This design comes from an exercise in tuning for small area on the open sky130 flow, not from production work. Where RTL was checked, it was by simulation tests only, not by an equivalence proof against the original. Function not checked in runs 2 and 3: the RTL went through the layout flow alone.

### design/flow/design.v
`timescale 1ns / 1ps
module cordic_single_stage #(parameter m = 6, parameter n = 10, parameter iter_length = 4)(clk, x_in, y_in, z_in, i, atan, x_out, y_out, z_out);
	input clk;
	input signed [m + n - 1:0] x_in, y_in, z_in;
	input signed [m + n - 1:0] atan;
	input [iter_length - 1:0] i;
	output reg [m + n - 1:0] x_out, y_out, z_out;
	reg signed [1:0] d;	
	always @(posedge clk) begin
		d = z_in[m + n - 1] == 1'b0 ? 1 : -1;
		x_out <= x_in - d * (y_in >>> i);
		y_out <= y_in + d * (x_in >>> i);
		z_out <= z_in - d * atan;
	end
endmodule
`timescale 1ns / 1ps
module cordic_pipeline(clk, x0, y0, z0, out_x, out_y, out_z);
	parameter M = 6;
	parameter N = 10;
	parameter ITER_BIT = 4;
	parameter ITER_COUNT = 11;
	input clk;
	input signed [M + N - 1:0] x0;
	input signed [M + N - 1:0] y0;
	input signed [M + N - 1:0] z0;
	output signed [M + N - 1:0] out_x;
	output signed [M + N - 1:0] out_y;
	output signed [M + N - 1:0] out_z;
	reg signed [M + N - 1:0] atan_lut [ITER_COUNT:0];
	initial begin
		atan_lut[0] = 16'b0000001100100100;
		atan_lut[1] = 16'b0000000111011010;
		atan_lut[2] = 16'b0000000011111010;
		atan_lut[3] = 16'b0000000001111111;
		atan_lut[4] = 16'b0000000000111111;
		atan_lut[5] = 16'b0000000000011111;
		atan_lut[6] = 16'b0000000000001111;
		atan_lut[7] = 16'b0000000000000111;
		atan_lut[8] = 16'b0000000000000011;
		atan_lut[9] = 16'b0000000000000001;
		atan_lut[10] = 16'b0000000000000000;
		atan_lut[11] = 16'b0000000000000000;
	end
	wire signed [M + N - 1:0] x_values [ITER_COUNT:0];
	wire signed [M + N - 1:0] y_values [ITER_COUNT:0];
	wire signed [M + N - 1:0] z_values [ITER_COUNT:0];
	assign x_values[0] = x0;
	assign y_values[0] = y0;
	assign z_values[0] = z0;
	genvar i;
	generate
		for (i = 0; i < ITER_COUNT; i = i + 1)
			begin
				cordic_single_stage #(.m(M), .n(N), .iter_length(ITER_BIT)) stage (
					 .clk(clk), 
					 .x_in(x_values[i]), 
					 .y_in(y_values[i]), 
					 .z_in(z_values[i]), 
					 .i(i), 
					 .atan(atan_lut[i]), 
					 .x_out(x_values[i + 1]), 
					 .y_out(y_values[i + 1]), 
					 .z_out(z_values[i + 1])
				);
			end
	endgenerate
	assign out_x = x_values[ITER_COUNT];
	assign out_y = y_values[ITER_COUNT];
	assign out_z = z_values[ITER_COUNT];
endmodule
### design/flow/run.sh
#!/bin/bash
# synth_recipe.tcl (not shown) runs the flow's synth.tcl, then flattens the netlist and writes it again
# the make line also repeats each setting of config.mk as NAME=value (left out here)
make -C /OpenROAD-flow-scripts/flow DESIGN_CONFIG=/design/flow/config.mk WORK_HOME=/design/flow/orfs CLKGATE_MAP_FILE= SYNTH_SCRIPT=/design/flow/synth_recipe.tcl finish
### design/flow/config.mk
export PLATFORM = sky130hd
export DESIGN_NAME = cordic_pipeline
export DESIGN_NICKNAME = cordic_pipeline
export VERILOG_FILES = /design/flow/design.v
export SDC_FILE = /design/flow/constraint.sdc
export NUM_CORES = 4
export LEC_CHECK = 0
export CAP_MARGIN = 20
export CORE_MARGIN = 2
export CORE_UTILIZATION = 40
export SLEW_MARGIN = 20
### design/flow/constraint.sdc
create_clock -name core_clock -period 4.0 [get_ports {clk}]
set_input_delay 0.8000 -clock core_clock [delete_from_list [all_inputs] [get_ports {clk}]]
set_output_delay 0.8000 -clock core_clock [all_outputs]
set_load 0.01 [all_outputs]
==> implementation parameters, run 1 <==
Parameter                              Value

Setup path
  Required time of the worst setup path    4560 ps
  Element type at the critical path end    flip-flop
  CP Buf/Inv Count    4
  Slowest stage cell, crit path    sky130_fd_sc_hd__clkdlybuf4s50_1
  Chain of cells forming the critical path    clkdlybuf4s50_1 -> inv_1 -> buf_4 -> nor2_1 -> ha_1 -> fa_1 -> inv_1 -> ha_1 -> a21oi_2 -> o21bai_1 -> a2111o_1 -> and3_4 -> or2_4 -> a221oi_2 -> xnor2_1
  RR Startpoint    genblk1[2].stage.z_out[15]
  Worst Reg2Reg Path Length in Cells    15
  Reg-to-reg setup timing slack    290 ps
  Type of the worst setup path    in2reg
  Critical register-to-register path endpoint    genblk1[3].stage.x_out[12]
  Crit-path max FO    4
  Type of origin of the critical path    primary input
  Endpoint arrival time on the critical path    roughly 4300 ps
  Crit-path max cell delay    480 ps
  Dominant delay contributor by cell family on the critical path    adder cells

Synthesis
  Async set or reset register ratio after synthesis    0
  Sequential cell area fraction in the yosys report    0.238
  Ys Warns    13
  Synthesized instance count    4996
  Combined area of all synthesized cells    44400 µm²
  Synth Area per Inst    8.88 µm²
  Dominant synthesized flop cell    sky130_fd_sc_hd__dfxtp_1
  Count of different cell masters after synthesis    79
  Total of flip-flops plus latches after synthesis    528
  Post-Syn Nets    roughly 6100
  Count of flip-flops with a built-in enable after synthesis    0

Hold path
  Hold path startpoint    genblk1[0].stage.z_out[0]
  Hold path cells    0
  Worst hold path type    reg2reg
  Worst hold endpoint    genblk1[1].stage.z_out[0]

Clocking
  Clock insertion delay at the later pin of the skew report    640 ps
  CTS root buf    sky130_fd_sc_hd__clkbuf_16
  Clock transition at the register clock pins on the worst setup and hold paths after CTS    60 ps
  Post-cts hold buffer count    0
  TritonCTS clock tree    done
  Maximum level of the CTS H-tree    3
  Sinks on the clock net    528
  CTS Buffer Depth    3
  CTS buffer count    67

Timing
  Fin. Hold Viols    0
  # setup viols final    0
  Period Utilization, post-route    0.937
  Final slew viol count    0
  Worst relative slew slack    0.572
  Clock period minus worst slack    3750 ps
  Timing-limited maximum frequency    0.267 GHz
  Unrepaired setup endpoints after global routing    no
  Slew at the pin closest to its max-slew limit    633 ps
  Clock Skew    47.1 ps

Global route
  Vias in the first global route    roughly 33000
  Initial antenna violation count    2
  Total congestion overflow    0
  Pin count of the biggest net entering global routing    28
  First-pass GRT wire length    156 mm
  Global routing usage summed across all routing layers    0.165

Floorplan
  Initial Utilization    0.402
  Core footprint    110000 µm²
  Top-level port count    97
  Die area    roughly 110000 µm²
  Row count    122
  Floorplan die width    ~340 µm
  Vertical extent of the die    337 µm

Layout
  Ratio of cells with drive above 1 in the final layout    0.0535
  Area growth from synthesis to final layout    12.3%
  # fillers    10800
  Leading cell types in the layout, fill and taps excluded    sky130_fd_sc_hd__inv_1, sky130_fd_sc_hd__ha_1, sky130_fd_sc_hd__dfxtp_1
  Core occupancy in the finished layout    0.451
  Most frequent standard cell in the layout excluding fill and tap cells    sky130_fd_sc_hd__inv_1
  Diodes inserted    0
  Final design area excluding fillers    roughly 50000 µm²
  Cell Count, Final, Fillers Out    6702
  Nets    6238

Routing
  Via total after detailed routing    32600
  Via density per instance    4.87
  Detailed-routing wirelength on met1    43.0 mm
  Router iterations before antenna repair    5
  Uppermost layer routed    met5
  DRC violations left    0
  Met2 routed wirelength    42.6 mm
  Routed wire length on met3    around 2.8 mm
  Post-detailed-routing wire length    90.6 mm
  Detailed Route Iter0 Violations    1188
  Antenna Nets Post-Route    0
  WL per Instance    13.5 µm

Placement
  Cell count after placement    6585
  RePlAce Congestion    0.863
  Post-DP HPWL    around 76 mm
  Port buffer count    96
  Cell area after placement    47500 µm²

Run
  Max-cap violation count    0

Status
  Outcome  no timing/DRC/antenna violations
-- registers in the layout, summed over array words and instances (netlist names) --
register	cells
genblk1.stage.x_out	176
genblk1.stage.y_out	176
genblk1.stage.z_out	176
-- how the worst max path moves through the flow --
stage	cells past startpoint	end	from
4_1_cts	14	genblk1[6].stage.x_out[15]	genblk1[5].stage.z_out[15]
3_3_place_gp	16	genblk1[0].stage.x_out[15]	z0[15]
2_1_floorplan	15	genblk1[0].stage.x_out[14]	z0[15]
6_report	15	genblk1[0].stage.x_out[14]	z0[15]
5_1_grt	15	genblk1[3].stage.x_out[12]	genblk1[2].stage.z_out[15]
3_5_place_dp	15	genblk1[0].stage.x_out[14]	z0[15]
-- logic make-up after synthesis --
| kind of cell | after synthesis | synth area share |
|---|---|---|
| compound gates | 1038 | 0.149 |
| xor+xnor | 481 | 0.0949 |
| fa+ha+maj | 1023 | 0.328 |
| buf+inv | 907 | 0.0767 |
| flops | 528 | 0.238 |
| mux | 26 | 0.00634 |
| simple gates | 993 | 0.106 |
-- worst reg2reg max path: stages (launching register included) --
cell	delay (ps)
sky130_fd_sc_hd__dfxtp_1	310
sky130_fd_sc_hd__inv_1	260
sky130_fd_sc_hd__nor2_1	100
sky130_fd_sc_hd__ha_1	310
sky130_fd_sc_hd__fa_1	480
sky130_fd_sc_hd__inv_1	50
sky130_fd_sc_hd__ha_1	320
sky130_fd_sc_hd__nor2b_1	150
sky130_fd_sc_hd__o21ai_0	220
sky130_fd_sc_hd__a21oi_1	150
sky130_fd_sc_hd__o211a_1	230
sky130_fd_sc_hd__o2111a_1	220
sky130_fd_sc_hd__a2111oi_0	370
sky130_fd_sc_hd__buf_4	190
sky130_fd_sc_hd__o21bai_1	70
sky130_fd_sc_hd__xor2_1	150
-- stage by stage --
stage / setup WS (ps) / hold slack, ps / TNS [ps]
finish: 253 / 328 / 0
global route: 13.3 / 341 / 0
CTS: 264 / 329 / 0
detailed placement: -373 / 316 / -1990
global placement: -343 / 313 / -1860
floorplan: 4.91 / 310 / 0
-- timing repair --
| action | CTS | global route |
|---|---|---|
| endpoints found under the hold margin | 0 | 0 |
| setup buffers | 0 | 0 |
| endpoints found under the setup margin | 0 | 2 |
| resized for setup | 0 | 2 |
-- synthesized netlist by cell type (all sizes together) (6+ instances only) --
| library cell | instances | area share |
|---|---|---|
| inv | 833 | 0.070 |
| ha | 787 | 0.22 |
| dfxtp | 528 | 0.24 |
| nor2 | 416 | 0.035 |
| a21oi | 350 | 0.040 |
| xnor2 | 346 | 0.068 |
| fa | 236 | 0.11 |
| o21ai | 198 | 0.022 |
| a21o | 139 | 0.024 |
| nand2 | 137 | 0.012 |
| xor2 | 135 | 0.027 |
| nand2b | 78 | 0.011 |
| o21a | 76 | 0.013 |
| nor2b | 72 | 0.010 |
| nor3 | 71 | 0.0080 |
| clkbuf | 64 | 0.0054 |
| or2 | 59 | 0.0084 |
| o21bai | 57 | 0.0096 |
| nand3 | 53 | 0.0060 |
| a211oi | 31 | 0.0052 |
| a31oi | 29 | 0.0044 |
| nand4 | 26 | 0.0037 |
| and3 | 25 | 0.0036 |
| a21boi | 18 | 0.0030 |
| and2 | 16 | 0.0023 |
| o31ai | 15 | 0.0025 |
| or3 | 15 | 0.0021 |
| mux2 | 14 | 0.0036 |
| a2111oi | 12 | 0.0025 |
| mux2i | 12 | 0.0027 |
| o211ai | 9 | 0.0015 |
| a31o | 8 | 0.0016 |
| o31a | 8 | 0.0016 |
| a41oi | 7 | 0.0014 |
| buf | 7 | 0.00059 |
| nor3b | 7 | 0.0012 |
| o41ai | 7 | 0.0014 |
| a211o | 6 | 0.0012 |
| a311oi | 6 | 0.0012 |
| nand3b | 6 | 0.0010 |
| o311ai | 6 | 0.0012 |
-- metal layers --
metal	up-vias	GRT usage
met5	-	0
li1	17000	-
met1	15100	0.210
met4	2	0.0471
met2	385	0.292
met3	122	0.0217
-- cell type report --
cell class	count	area (µm²)	share of cell area
clock buffer	92	1940	0.0390
clock inverter	25	339	0.00681
inverter	836	3140	0.0630
multi-input combinational	3561	30400	0.610
sequential	528	10600	0.212
tap	1488	1860	0.0374
timing repair buffer	172	1560	0.0312
==> run 2, diff against run 1 <==
==> design/flow/design.v (replaced) <==
module cordic_single_stage #(parameter K = 0, parameter signed [15:0] A = 16'sd0) (
	input clk,
	input [15:0] x_in, y_in, z_in,
	output reg [15:0] x_out, y_out, z_out
);
	wire D = ~z_in[15];                       
	wire [15:0] sx = $signed(x_in) >>> K;
	wire [15:0] sy = $signed(y_in) >>> K;
	localparam [15:0] AP = A;
	localparam [15:0] AN = -A;
	wire [15:0] bx = sy ^ {16{D}};
	wire [15:0] by = sx ^ {16{~D}};
	wire [16:0] cx, cy;
	assign cx[0] = D;
	assign cy[0] = ~D;
	genvar j;
	generate for (j = 0; j < 16; j = j + 1) begin : rc
		assign cx[j+1] = (x_in[j] & bx[j]) | (cx[j] & (x_in[j] ^ bx[j]));
		assign cy[j+1] = (y_in[j] & by[j]) | (cy[j] & (y_in[j] ^ by[j]));
	end endgenerate
	always @(posedge clk) begin
		x_out <= x_in ^ bx ^ cx[15:0];
		y_out <= y_in ^ by ^ cy[15:0];
		z_out <= z_in + (D ? AN : AP);
	end
endmodule
module cordic_pipeline(clk, x0, y0, z0, out_x, out_y, out_z);
	input clk;
	input [15:0] x0, y0, z0;
	output [15:0] out_x, out_y, out_z;
	wire [15:0] xv [0:11];
	wire [15:0] yv [0:11];
	wire [15:0] zv [0:11];
	assign xv[0] = x0;
	assign yv[0] = y0;
	assign zv[0] = z0;
	localparam [16*11-1:0] ATAN = {16'd0, 16'd1, 16'd3, 16'd7, 16'd15, 16'd31,
	                               16'd63, 16'd127, 16'd250, 16'd474, 16'd804};
	genvar i;
	generate
		for (i = 0; i < 11; i = i + 1) begin : stage
			cordic_single_stage #(.K(i), .A(ATAN[16*i +: 16])) st (
				.clk(clk), .x_in(xv[i]), .y_in(yv[i]), .z_in(zv[i]),
				.x_out(xv[i+1]), .y_out(yv[i+1]), .z_out(zv[i+1]));
		end
	endgenerate
	assign out_x = xv[11];
	assign out_y = yv[11];
	assign out_z = zv[11];
endmodule
==> run 2 against run 1 <==
  * Now fails the layout checks on setup timing
  * Flip-flop and latch count did not move
  * First-iteration DRC count fell by 62%
  * Sequential share of layout area rose by 9.7 points
  * Synthesized cell count fell by 47%
  * Highest routed layer is now met4
==> implementation parameters, run 2 <==
Parameter                              Value

Status
  Outcome    finished with violations
  Layout violations      setup timing

Timing
  Fin. Hold Viols    0 (unchanged)
  Clock Skew    28.8 ps (-18.3 ps)
  Final slew viol count    0 (unchanged)
  Unrepaired setup endpoints after global routing    yes
  Clock period minus worst slack    6120 ps (+2380 ps)
  Period Utilization, post-route    1.53 (+0.594)
  Timing-limited maximum frequency    0.163 GHz (-39%)
  # setup viols final    154 (+154)
  PnR worst setup slack    -2120 ps (-2380 ps)
  Worst relative slew slack    0.630 (+0.0575)
  Slew at the pin closest to its max-slew limit    553 ps (-80.0 ps)
  Setup total negative slack    -194450 ps (-194450 ps)

Floorplan
  Vertical extent of the die    270 µm (-20%)
  Core footprint    69900 µm² (-37%)
  Floorplan die width    270 µm (-20%)
  Initial Utilization    0.404 (+0.00160)
  Row count    97 (-20%)
  Die area    72700 µm² (-36%)
  Top-level port count    97 (unchanged)

Routing
  Via density per instance    4.24 (-13%)
  WL per Instance    11.3 µm (-16%)
  Router iterations before antenna repair    4 (-1)
  Post-detailed-routing wire length    43.9 mm (-52%)
  Antenna Nets Post-Route    0 (unchanged)
  Via total after detailed routing    16400 (-50%)
  Detailed Route Iter0 Violations    454 (-62%)
  DRC violations left    0 (unchanged)

Setup path
  Type of origin of the critical path    flip-flop
  Type of the worst setup path    reg2reg
  Crit-path max FO    5 (+1)
  Required time of the worst setup path    4480 ps (-80 ps)
  Reg-to-reg setup timing slack    -2120 ps (-2410 ps)
  Crit-path max cell delay    400 ps (-80 ps)
  Critical register-to-register path endpoint    stage[5].st.x_out[15]
  Endpoint arrival time on the critical path    6610 ps (+2300 ps)
  Count of cell instances traversed by the critical path    19 (+4)
  Slowest stage cell, crit path    sky130_fd_sc_hd__fa_2
  Dominant delay contributor by cell family on the critical path    adder cells
  Most common cell type on the critical path    sky130_fd_sc_hd__fa_2
  RR Startpoint    stage[4].st.z_out[15]
  Chain of cells forming the critical path    buf_6 -> xor2_1 -> fa_2 -> fa_2 -> fa_2 -> fa_2 -> fa_2 -> fa_2 -> fa_2 -> fa_2 -> fa_2 -> fa_2 -> fa_2 -> inv_2 -> fa_1 -> inv_1 -> fa_2 -> fa_2 -> xnor2_2
  Worst Reg2Reg Path Length in Cells    19 (+4)
  Element type at the critical path end    flip-flop
  CP Buf/Inv Count    3 (-1)

Clocking
  CTS Buffer Depth    3 (unchanged)
  TritonCTS clock tree    done
  CTS root buf    sky130_fd_sc_hd__clkbuf_16
  Post-cts hold buffer count    0 (unchanged)
  Sinks on the clock net    528 (unchanged)
  Clock insertion delay at the later pin of the skew report    620 ps (-20 ps)
  CTS buffer count    58 (-13%)
  Maximum level of the CTS H-tree    2 (-1)
  Clock transition at the register clock pins on the worst setup and hold paths after CTS    60 ps (about the same)

Synthesis
  Synth cell count leaders    sky130_fd_sc_hd__inv_1, sky130_fd_sc_hd__dfxtp_1, sky130_fd_sc_hd__fa_1
  Ys Warns    12 (-1)
  Synth Area per Inst    10.7 µm² (+20%)
  Most frequent cell after synthesis    sky130_fd_sc_hd__inv_1
  Combined area of all synthesized cells    28200 µm² (-36%)
  Total of flip-flops plus latches after synthesis    528 (unchanged)
  Library cell occupying the most area in the post-synthesis netlist    sky130_fd_sc_hd__dfxtp_1
  Synth top area share    0.375 (+0.136)
  Most area-consuming cells after synthesis    sky130_fd_sc_hd__dfxtp_1, sky130_fd_sc_hd__fa_1, sky130_fd_sc_hd__inv_1
  Async set or reset register ratio after synthesis    0 (unchanged)
  Sequential cell area fraction in the yosys report    0.375 (+0.136)
  Count of flip-flops with a built-in enable after synthesis    0 (unchanged)
  Dominant synthesized flop cell    sky130_fd_sc_hd__dfxtp_1
  Post-Syn Nets    3152 (-48%)
  Synthesized instance count    2649 (-47%)
  Count of different cell masters after synthesis    76 (-3.8%)

Placement
  Post-DP HPWL    35.7 mm (-53%)
  Post-Place Setup Slack    -3050 ps (-2680 ps)
  Cell area after placement    32000 µm² (-33%)
  RePlAce Congestion    0.811 (-6.0%)
  Port buffer count    96 (unchanged)

Global route
  Met2 layer usage reported by global route    0.253 (-0.0386)
  First-pass GRT wire length    77.6 mm (-50%)
  Global routing usage summed across all routing layers    0.125 (-0.0403)
  Met1 routing resource usage after global routing    0.129 (-0.0814)
  Pin count of the biggest net entering global routing    31 (+11%)
  Busiest layer in global routing    met2
  Initial antenna violation count    0 (-2)
  Total congestion overflow    0 (unchanged)
  Met3 Use GR    0.0233 (+0.00165)
  Vias in the first global route    17700 (-46%)

Layout
  Biggest regs    stage.st.x_out x176, stage.st.y_out x176, stage.st.z_out x176
  Diodes inserted    0 (unchanged)
  Final design area excluding fillers    34400 µm² (-31%)
  Leading cell types in the layout, fill and taps excluded    sky130_fd_sc_hd__inv_1, sky130_fd_sc_hd__dfxtp_1, sky130_fd_sc_hd__fa_2
  Ratio of cells with drive above 1 in the final layout    0.239 (+0.186)
  Most frequent standard cell in the layout excluding fill and tap cells    sky130_fd_sc_hd__inv_1
  Nets    3393 (-46%)
  Area growth from synthesis to final layout    21.7%

Hold path
  Hold path cells    0 (unchanged)
  Worst hold path type    reg2reg
  Hold path startpoint    stage[9].st.z_out[2]
  Worst hold endpoint    stage[10].st.z_out[2]

Run
  Max-cap violation count    0 (unchanged)
## run 2: cell count changes after synthesis, sizes merged, moves of 56 or more
cell    before  now
a21oi      350  110
nor2b       72   16
o21ai      198   54
o21a        76   10
inv        833  691
ha         787  136
nand2b      78   13
or2         59    3
nor2       416   70
nand2      137   47
xnor2      346  199
nor3        71   11
fa         236  318
a21o       139   43
## run 2: repair_timing
item / 4_1_cts / 5_1_grt
pin swaps: 23 / 9
setup buffers: 7 / 5
setup endpoints to repair: 166 / 160
resized for setup: 66 / 70
## run 2: through the flow
stage | util | std cells | hold slack, ps
2_1_floorplan | - | 2649 | 310
3_3_place_gp | 0.457 | 3758 | 312
3_5_place_dp | 0.457 | 3758 | 312
4_1_cts | 0.489 | 3872 | 326
5_1_grt | 0.491 | 3877 | 330
6_report | 0.491 | 3877 | 324
## run 2: logic make-up after synthesis
group | synth area share
adder cells (fa/ha/maj) | 0.286
AO/OA/AOI/OAI | 0.0808
XOR/XNOR | 0.119
buffers and inverters | 0.0976
AND/OR/NAND/NOR | 0.0370
flip-flops | 0.375
multiplexers | 0.00532
## run 2: final cells by class
class	count	area (µm²)
inverters	691	2590
fillers	6289	35600
multi-input cells	1394	16000
flip-flops and latches	528	10600
well taps	940	1180
clock buffers	83	1690
clock inverters	24	333
repair buffers	217	1920
## run 2: layer usage
layer / routed length (µm) / vias to the layer above / share of wire
li1: - / 8490 / -
met1: 16600 / 7660 / 0.38
met2: 24600 / 215 / 0.56
met3: 1490 / 82 / 0.034
met4: 1140 / 0 / 0.026
met5: 0 / - / 0
## run 2: how the worst max path moves through the flow
stage | start | end | slack (ps)
floorplan | z0[15] | stage[0].st.x_out[14] | -2530
global placement | y0[0] | stage[0].st.x_out[14] | -2990
detailed placement | y0[0] | stage[0].st.x_out[14] | -3050
finish | stage[4].st.z_out[15] | stage[5].st.x_out[15] | -2120
CTS | stage[4].st.z_out[15] | stage[5].st.y_out[15] | -2190
global route | stage[8].st.z_out[15] | stage[9].st.x_out[14] | -2290
==> run 3, diff against run 2 <==
--- a/design/flow/design.v
+++ b/design/flow/design.v
@@ -9,17 +9,7 @@
 	localparam [15:0] AP = A;
 	localparam [15:0] AN = -A;
-	wire [15:0] bx = sy ^ {16{D}};
-	wire [15:0] by = sx ^ {16{~D}};
-	wire [16:0] cx, cy;
-	assign cx[0] = D;
-	assign cy[0] = ~D;
-	genvar j;
-	generate for (j = 0; j < 16; j = j + 1) begin : rc
-		assign cx[j+1] = (x_in[j] & bx[j]) | (cx[j] & (x_in[j] ^ bx[j]));
-		assign cy[j+1] = (y_in[j] & by[j]) | (cy[j] & (y_in[j] ^ by[j]));
-	end endgenerate
 	always @(posedge clk) begin
-		x_out <= x_in ^ bx ^ cx[15:0];
-		y_out <= y_in ^ by ^ cy[15:0];
+		x_out <= x_in + (sy ^ {16{D}}) + {15'd0, D};
+		y_out <= y_in + (sx ^ {16{~D}}) + {15'd0, ~D};
 		z_out <= z_in + (D ? AN : AP);
 	end
==> run 3 against run 2 <==
  * Now clean on timing, DRC and antenna
  * Utilization shrank 3.2 points
  * Clock-buffer cell count shrank 4
  * Fmax grew 82%
  * Hold slack gained 0.53 ps
  * Flip-flop and latch count is the same
  * First-iteration DRC count grew 73%
  * Cell area grew 7.2%
  * Sequential share of layout area shrank 2.2 points
==> implementation parameters, run 3 <==
Parameter                              Value

Hold path
  Hold path cells    0 (unchanged)
  Worst hold path type    reg2reg
  Worst hold endpoint    stage[10].st.z_out[8]
  Hold path startpoint    stage[9].st.z_out[8]

Clocking
  CTS root buf    sky130_fd_sc_hd__clkbuf_16
  Post-CTS Setup Bufs    0 (-7)
  CTS buffer count    61 (+5.2%)
  Post-cts hold buffer count    0 (unchanged)
  Clock insertion delay at the later pin of the skew report    630 ps (about the same)
  Sinks on the clock net    528 (unchanged)
  Maximum level of the CTS H-tree    2 (unchanged)
  CTS Buffer Depth    3 (unchanged)
  Clock transition at the register clock pins on the worst setup and hold paths after CTS    60 ps (about the same)
  Number of instances resized during post-cts repair    0 (-100%)
  TritonCTS clock tree    done

Synthesis
  Post-synthesis compound-gate area fraction    0.185 (+0.105)
  Library cell occupying the most area in the post-synthesis netlist    sky130_fd_sc_hd__dfxtp_1
  Count of different cell masters after synthesis    66 (-13%)
  Async set or reset register ratio after synthesis    0 (unchanged)
  Xor and xnor fraction of the mapped netlist area    0.178 (+0.0591)
  Post-Syn Nets    3882 (+23%)
  Sequential cell area fraction in the yosys report    0.328 (-0.0466)
  Share of synthesized cell area in full adder, half adder and majority cells    0.201 (-0.0851)
  Total of flip-flops plus latches after synthesis    528 (unchanged)
  Combined area of all synthesized cells    32200 µm² (+14%)
  Simple-Gate Fraction of Synth Area    0.0895 (+0.0525)
  Synthesized instance count    3335 (+26%)
  Most area-consuming cells after synthesis    sky130_fd_sc_hd__dfxtp_1, sky130_fd_sc_hd__ha_1, sky130_fd_sc_hd__xnor2_1
  Share of synthesized area spent on multiplexers    0.00373 (-0.00159)
  Synth top area share    0.328 (-0.0466)
  Dominant synthesized flop cell    sky130_fd_sc_hd__dfxtp_1
  Main combinational cell family by area after synthesis    adder cells
  Synth Area per Inst    9.66 µm² (-9.3%)
  Most frequent cell after synthesis    sky130_fd_sc_hd__dfxtp_1
  Synth cell count leaders    sky130_fd_sc_hd__dfxtp_1, sky130_fd_sc_hd__ha_1, sky130_fd_sc_hd__xnor2_1
  Count of flip-flops with a built-in enable after synthesis    0 (unchanged)
  Ys Warns    12 (unchanged)

Routing
  Detailed Route Iter0 Violations    785 (+73%)
  DRC violations left    0 (unchanged)
  WL per Instance    13.3 µm (+18%)
  Antenna Nets Post-Route    0 (unchanged)
  Router iterations before antenna repair    7 (+3)
  Post-detailed-routing wire length    61.4 mm (+40%)
  Via density per instance    4.95 (+17%)
  Via total after detailed routing    22800 (+39%)

Placement
  Port buffer count    96 (unchanged)
  RePlAce Congestion    0.844 (+4.1%)
  Cell count after placement    4489 (+19%)
  Post-DP HPWL    49.3 mm (+38%)
  Cell area after placement    34600 µm² (+8.2%)

Timing
  Clock period minus worst slack    3370 ps (-2750 ps)
  # setup viols final    0 (-100%)
  Clock Skew    27.8 ps (-1.05 ps)
  Setup total negative slack    0 ps (+194450 ps)
  Fin. Hold Viols    0 (unchanged)
  Final slew viol count    0 (unchanged)
  Worst relative slew slack    0.363 (-0.266)
  Timing-limited maximum frequency    0.297 GHz (+82%)
  Unrepaired setup endpoints after global routing    no
  Slew at the pin closest to its max-slew limit    948 ps (+395 ps)
  Period Utilization, post-route    0.842 (-0.689)

Setup path
  Required time of the worst setup path    4560 ps (+80 ps)
  RR Startpoint    stage[5].st.z_out[15]
  Critical register-to-register path endpoint    stage[6].st.y_out[14]
  Crit-path max FO    15 (+10)
  Element type at the critical path end    flip-flop
  Worst Reg2Reg Path Length in Cells    11 (-8)
  Reg-to-reg setup timing slack    630 ps (+2750 ps)
  Endpoint arrival time on the critical path    3930 ps (-2680 ps)
  Type of origin of the critical path    flip-flop
  Type of the worst setup path    reg2reg

Layout
  Diodes inserted    0 (unchanged)
  Leading cell types in the layout, fill and taps excluded    sky130_fd_sc_hd__dfxtp_1, sky130_fd_sc_hd__ha_1, sky130_fd_sc_hd__xnor2_1
  Nets    4039 (+19%)
  Most frequent standard cell in the layout excluding fill and tap cells    sky130_fd_sc_hd__dfxtp_1
  # fillers    7729 (+23%)
  Multi-input combinational cell area    21200 µm² (+32%)
  Biggest regs    stage.st.x_out x176, stage.st.y_out x176, stage.st.z_out x176
  Final design area excluding fillers    36800 µm² (+7.2%)
  Area growth from synthesis to final layout    14.3%
  Ratio of cells with drive above 1 in the final layout    0.0506 (-0.189)
  Area occupied by registers    10600 µm² (-0.41%)
  Cell Count, Final, Fillers Out    4601 (+19%)

Floorplan
  Core footprint    80200 µm² (+15%)
  Row count    104 (+7.2%)
  Initial Utilization    0.402 (-0.00159)
  Die area    82900 µm² (+14%)
  Floorplan die width    288 µm (+6.8%)
  Top-level port count    97 (unchanged)
  Vertical extent of the die    288 µm (+6.8%)

Global route
  Initial antenna violation count    0 (unchanged)
  First-pass GRT wire length    104 mm (+34%)
  Vias in the first global route    22100 (+25%)
  Global routing usage summed across all routing layers    0.149 (+0.0237)
  Pin count of the biggest net entering global routing    32 (+3.2%)
  Total congestion overflow    0 (unchanged)

Run
  Max-cap violation count    0 (unchanged)

Status
  Outcome  no timing/DRC/antenna violations
-- run 3: how the worst max path moves through the flow --
stage,from,end,cells after the start
6_report,stage[5].st.z_out[15],stage[6].st.y_out[14],11
5_1_grt,stage[5].st.z_out[15],stage[6].st.x_out[14],11
4_1_cts,stage[5].st.z_out[15],stage[6].st.y_out[14],11
3_5_place_dp,x0[0],stage[0].st.y_out[14],11
3_3_place_gp,x0[0],stage[0].st.y_out[14],11
2_1_floorplan,z0[15],stage[0].st.z_out[15],13
-- run 3: area by class of cell --
cell class,count,share of cell area
Multi-Input combinational cell,2683,0.575
Sequential cell,528,0.287
Clock buffer,79,0.0460
Tap cell,1060,0.0360
Timing Repair Buffer,122,0.0313
Clock inverter,33,0.0145
Inverter,96,0.00978
-- run 3: critical path, stage by stage, from the launching register on --
cell and delay [ps]:
sky130_fd_sc_hd__dfxtp_1 560, sky130_fd_sc_hd__buf_4 300, sky130_fd_sc_hd__mux2_2 290, sky130_fd_sc_hd__fa_1 420, sky130_fd_sc_hd__a21o_1 210, sky130_fd_sc_hd__a31oi_1 240, sky130_fd_sc_hd__o21ai_0 160, sky130_fd_sc_hd__a211oi_1 260
sky130_fd_sc_hd__nor2_1 110, sky130_fd_sc_hd__or4_1 410, sky130_fd_sc_hd__a31oi_1 200, sky130_fd_sc_hd__xnor2_1 130
-- run 3: metrics by stage --
step                hold WS, ps  setup slack [ps]  utilization
floorplan                   310               174            -
global placement            311               195        0.432
detailed placement          312               120        0.432
CTS                         325               609        0.459
global route                328               425        0.459
finish                      325               631        0.459
-- run 3: cells by family (layout without fill, tap and decap cells) --
group           Yosys count  in the layout
fa+ha+maj               498            498
compound gates          920            920
mux                      11             11
flops                   528            528
xor+xnor                655            655
buf+inv                 124            330
simple gates            599            599
-- run 3: per-layer routing --
metal | global-route usage | up-vias | part of all wire
met2 | 0.272 | 248 | 0.49
met3 | 0.0221 | 103 | 0.030
met1 | 0.178 | 10200 | 0.45
met4 | 0.0462 | 0 | 0.026
li1 | - | 12200 | -
met5 | 0 | - | 0
==> run 4, diff against run 3 <==
--- a/design/flow/design.v
+++ b/design/flow/design.v
@@ -5,6 +5,8 @@
 );
 	wire D = ~z_in[15];                       
-	wire [15:0] sx = $signed(x_in) >>> K;
-	wire [15:0] sy = $signed(y_in) >>> K;
+	wire signed [15:0] xs = x_in;
+	wire signed [15:0] ys = y_in;
+	wire [15:0] sx = xs >>> K;
+	wire [15:0] sy = ys >>> K;
 	localparam [15:0] AP = A;
 	localparam [15:0] AN = -A;
==> run 4 against run 3 <==
  * Worst setup slack got worse by 2.2 ps
  * Utilization decreased by 0.17 points
  * Flip-flop and latch count unchanged
  * Register-to-register slack about the same
  * Critical endpoint is now stage[7].st.y_out[14]
  * Largest cell class unchanged
==> implementation parameters, run 4 <==
Parameter                              Value

Timing
  Final slew viol count    0 (unchanged)
  Fin. Hold Viols    0 (unchanged)
  Timing-limited maximum frequency    0.297 GHz (about the same)
  Unrepaired setup endpoints after global routing    no
  Clock Skew    16.4 ps (-11.3 ps)
  Worst relative slew slack    0.377 (+0.0132)
  Period Utilization, post-route    0.843 (about the same)
  # setup viols final    0 (unchanged)
  Clock period minus worst slack    3370 ps (+2.15 ps)
  Slew at the pin closest to its max-slew limit    928 ps (-19.6 ps)
  Setup total negative slack    0 ps (unchanged)

Layout
  Nets    4066 (+0.67%)
  Area occupied by registers    10600 µm² (unchanged)
  Area growth from synthesis to final layout    13.7%
  Leading cell types in the layout, fill and taps excluded    sky130_fd_sc_hd__dfxtp_1, sky130_fd_sc_hd__ha_1, sky130_fd_sc_hd__xnor2_1
  Ratio of cells with drive above 1 in the final layout    0.0458 (-0.00479)
  Cell Count, Final, Fillers Out    4622 (+0.46%)
  Diodes inserted    0 (unchanged)
  Most frequent standard cell in the layout excluding fill and tap cells    sky130_fd_sc_hd__dfxtp_1
  Biggest regs    stage.st.x_out x176, stage.st.y_out x176, stage.st.z_out x176
  Multi-input combinational cell area    21200 µm² (+0.11%)
  # fillers    7779 (+0.65%)

Clocking
  Clock insertion delay at the later pin of the skew report    610 ps (-20 ps)
  CTS Buffer Depth    3 (unchanged)
  Number of instances resized during post-cts repair    0 (unchanged)
  TritonCTS clock tree    done
  Maximum level of the CTS H-tree    2 (unchanged)
  Post-CTS Setup Bufs    0 (unchanged)
  CTS buffer count    60 (-1.6%)
  Clock transition at the register clock pins on the worst setup and hold paths after CTS    60 ps (about the same)
  CTS root buf    sky130_fd_sc_hd__clkbuf_16
  Sinks on the clock net    528 (unchanged)
  Post-cts hold buffer count    0 (unchanged)

Setup path
  Type of the worst setup path    reg2reg
  Type of origin of the critical path    flip-flop
  Slowest stage cell, crit path    sky130_fd_sc_hd__dfxtp_1
  Endpoint arrival time on the critical path    3920 ps (about the same)
  Crit-path max cell delay    510 ps (-50 ps)
  CP Buf/Inv Count    1 (unchanged)
  Dominant delay contributor by cell family on the critical path    compound AO/OA/AOI/OAI gates
  Crit-path max FO    16 (+1)
  Most common cell type on the critical path    sky130_fd_sc_hd__a21oi_2
  Reg-to-reg setup timing slack    630 ps (about the same)
  Required time of the worst setup path    4540 ps (-20 ps)
  Element type at the critical path end    flip-flop
  Chain of cells forming the critical path    buf_4 -> xor2_1 -> ha_1 -> a21o_1 -> a21oi_2 -> o21bai_1 -> a221o_1 -> or4_1 -> a41o_1 -> a21oi_2 -> xnor2_1

Floorplan
  Top-level port count    97 (unchanged)
  Core footprint    80200 µm² (unchanged)
  Initial Utilization    0.403 (+0.000702)
  Die area    83000 µm² (+0.17%)
  Vertical extent of the die    288 µm (about the same)
  Floorplan die width    288 µm (about the same)
  Row count    104 (unchanged)

Synthesis
  Library cell occupying the most area in the post-synthesis netlist    sky130_fd_sc_hd__dfxtp_1
  Synth Area per Inst    9.60 µm² (-0.72%)
  Synth top area share    0.327 (-0.000572)
  Combined area of all synthesized cells    32300 µm² (+0.17%)
  Dominant synthesized flop cell    sky130_fd_sc_hd__dfxtp_1
  Most area-consuming cells after synthesis    sky130_fd_sc_hd__dfxtp_1, sky130_fd_sc_hd__ha_1, sky130_fd_sc_hd__xnor2_1
  Ys Warns    12 (unchanged)
  Count of different cell masters after synthesis    63 (-4.5%)
  Most frequent cell after synthesis    sky130_fd_sc_hd__dfxtp_1
  Synth cell count leaders    sky130_fd_sc_hd__dfxtp_1, sky130_fd_sc_hd__ha_1, sky130_fd_sc_hd__xnor2_1
  Sequential cell area fraction in the yosys report    0.327 (-0.000572)
  Total of flip-flops plus latches after synthesis    528 (unchanged)
  Synthesized instance count    3365 (+0.90%)
  Async set or reset register ratio after synthesis    0 (unchanged)
  Count of flip-flops with a built-in enable after synthesis    0 (unchanged)
  Post-Syn Nets    3912 (+0.77%)

Hold path
  Worst hold path type    reg2reg

Routing
  Post-detailed-routing wire length    61.8 mm (+0.77%)
  Antenna Nets Post-Route    0 (unchanged)
  DRC violations left    0 (unchanged)
  Detailed Route Iter0 Violations    913 (+16%)
  Via density per instance    4.95 (about the same)
  Via total after detailed routing    22900 (+0.42%)
  Router iterations before antenna repair    5 (-2)
  WL per Instance    13.4 µm (+0.31%)

Global route
  Global routing usage summed across all routing layers    0.150 (+0.00148)
  Pin count of the biggest net entering global routing    26 (-19%)
  Total congestion overflow    0 (unchanged)
  Vias in the first global route    22500 (+1.8%)
  First-pass GRT wire length    105 mm (+0.84%)
  Initial antenna violation count    0 (unchanged)

Placement
  RePlAce Congestion    0.874 (+3.5%)
  Port buffer count    96 (unchanged)
  Cell count after placement    4517 (+0.62%)
  Post-DP HPWL    49.9 mm (+1.2%)

Run
  Max-cap violation count    0 (unchanged)

Status
  Outcome  no timing/DRC/antenna violations
-- run 4: worst paths after layout --
path                                             from                    end  cells after the start
worst max-delay path            stage[6].st.z_out[15]  stage[7].st.y_out[14]                     11
worst min-delay path             stage[9].st.z_out[9]  stage[10].st.z_out[9]                      0
worst max register to register  stage[6].st.z_out[15]  stage[7].st.y_out[14]                     11
worst min register to register   stage[9].st.z_out[9]  stage[10].st.z_out[9]                      0
-- run 4: stage by stage --
step	instance area, µm²	worst slack (ps)	utilization	hold slack [ps]
floorplan	32300	204	-	310
global placement	34700	410	0.432	310
detailed placement	34700	401	0.432	312
CTS	36700	614	0.458	326
global route	36700	416	0.458	329
finish	36700	629	0.458	325
-- run 4: layer usage --
layer | vias up | global-route usage | part of all wire
li1 | 12300 | - | -
met1 | 10200 | 0.175 | 0.44
met2 | 251 | 0.282 | 0.50
met3 | 112 | 0.0187 | 0.026
met4 | 0 | 0.0494 | 0.030
met5 | - | 0 | 0
-- run 4: cell families after synthesis --
kind of cell / count (synthesis) / synth area share
buffers and inverters: 133 / 0.0156
adder cells (fa/ha/maj): 498 / 0.200
AND/OR/NAND/NOR: 615 / 0.0913
flip-flops: 528 / 0.327
multiplexers: 11 / 0.00372
XOR/XNOR: 659 / 0.179
AO/OA/AOI/OAI: 921 / 0.183
-- run 4: layout make-up --
cell class,count,area share
multi-input cells,2704,0.578
flip-flops and latches,528,0.288
clock buffers,83,0.0471
well taps,1060,0.0361
repair buffers,121,0.0315
inverters,104,0.0106
clock inverters,22,0.00835

## what the ideal ports hide
The results above use ideal ports. As a check the final layouts listed here were re-extracted and re-timed, cells and wires unchanged.
Step 1 sets driving cells, clkbuf_16 on the clock port and buf_2 on the other inputs (assumed; they add their load-dependent delay and slew).
Step 2, shift: input delay + t, output delay - t, t = (earliest + latest rising clock arrival at the registers) / 2. This alone moves slack from input paths to output paths.
Slacks: ideal / step 1 / step 2; pairs: ideal / step 1.
| run | t, ns | setup slack, ns | hold WS [ns] |
|---|---|---|---|
| run 1 | 0.677 | 0.253 / 0.285 / -0.393 | 0.328 / 0.328 / 0.328 |
| run 2 | 0.663 | -2.123 / -2.123 / -2.598 | 0.324 / 0.324 / 0.324 |
| run 3 | 0.680 | 0.631 / 0.631 / 0.135 | 0.325 / 0.325 / 0.325 |
| run 4 | 0.668 | 0.629 / 0.629 / 0.401 | 0.325 / 0.325 / 0.325 |
Met with ideal ports but missed after step 2: setup timing in run 1. The setup slack of run 1, which loses most, moves by +0.032 ns with the drivers and by -0.646 ns with both steps.
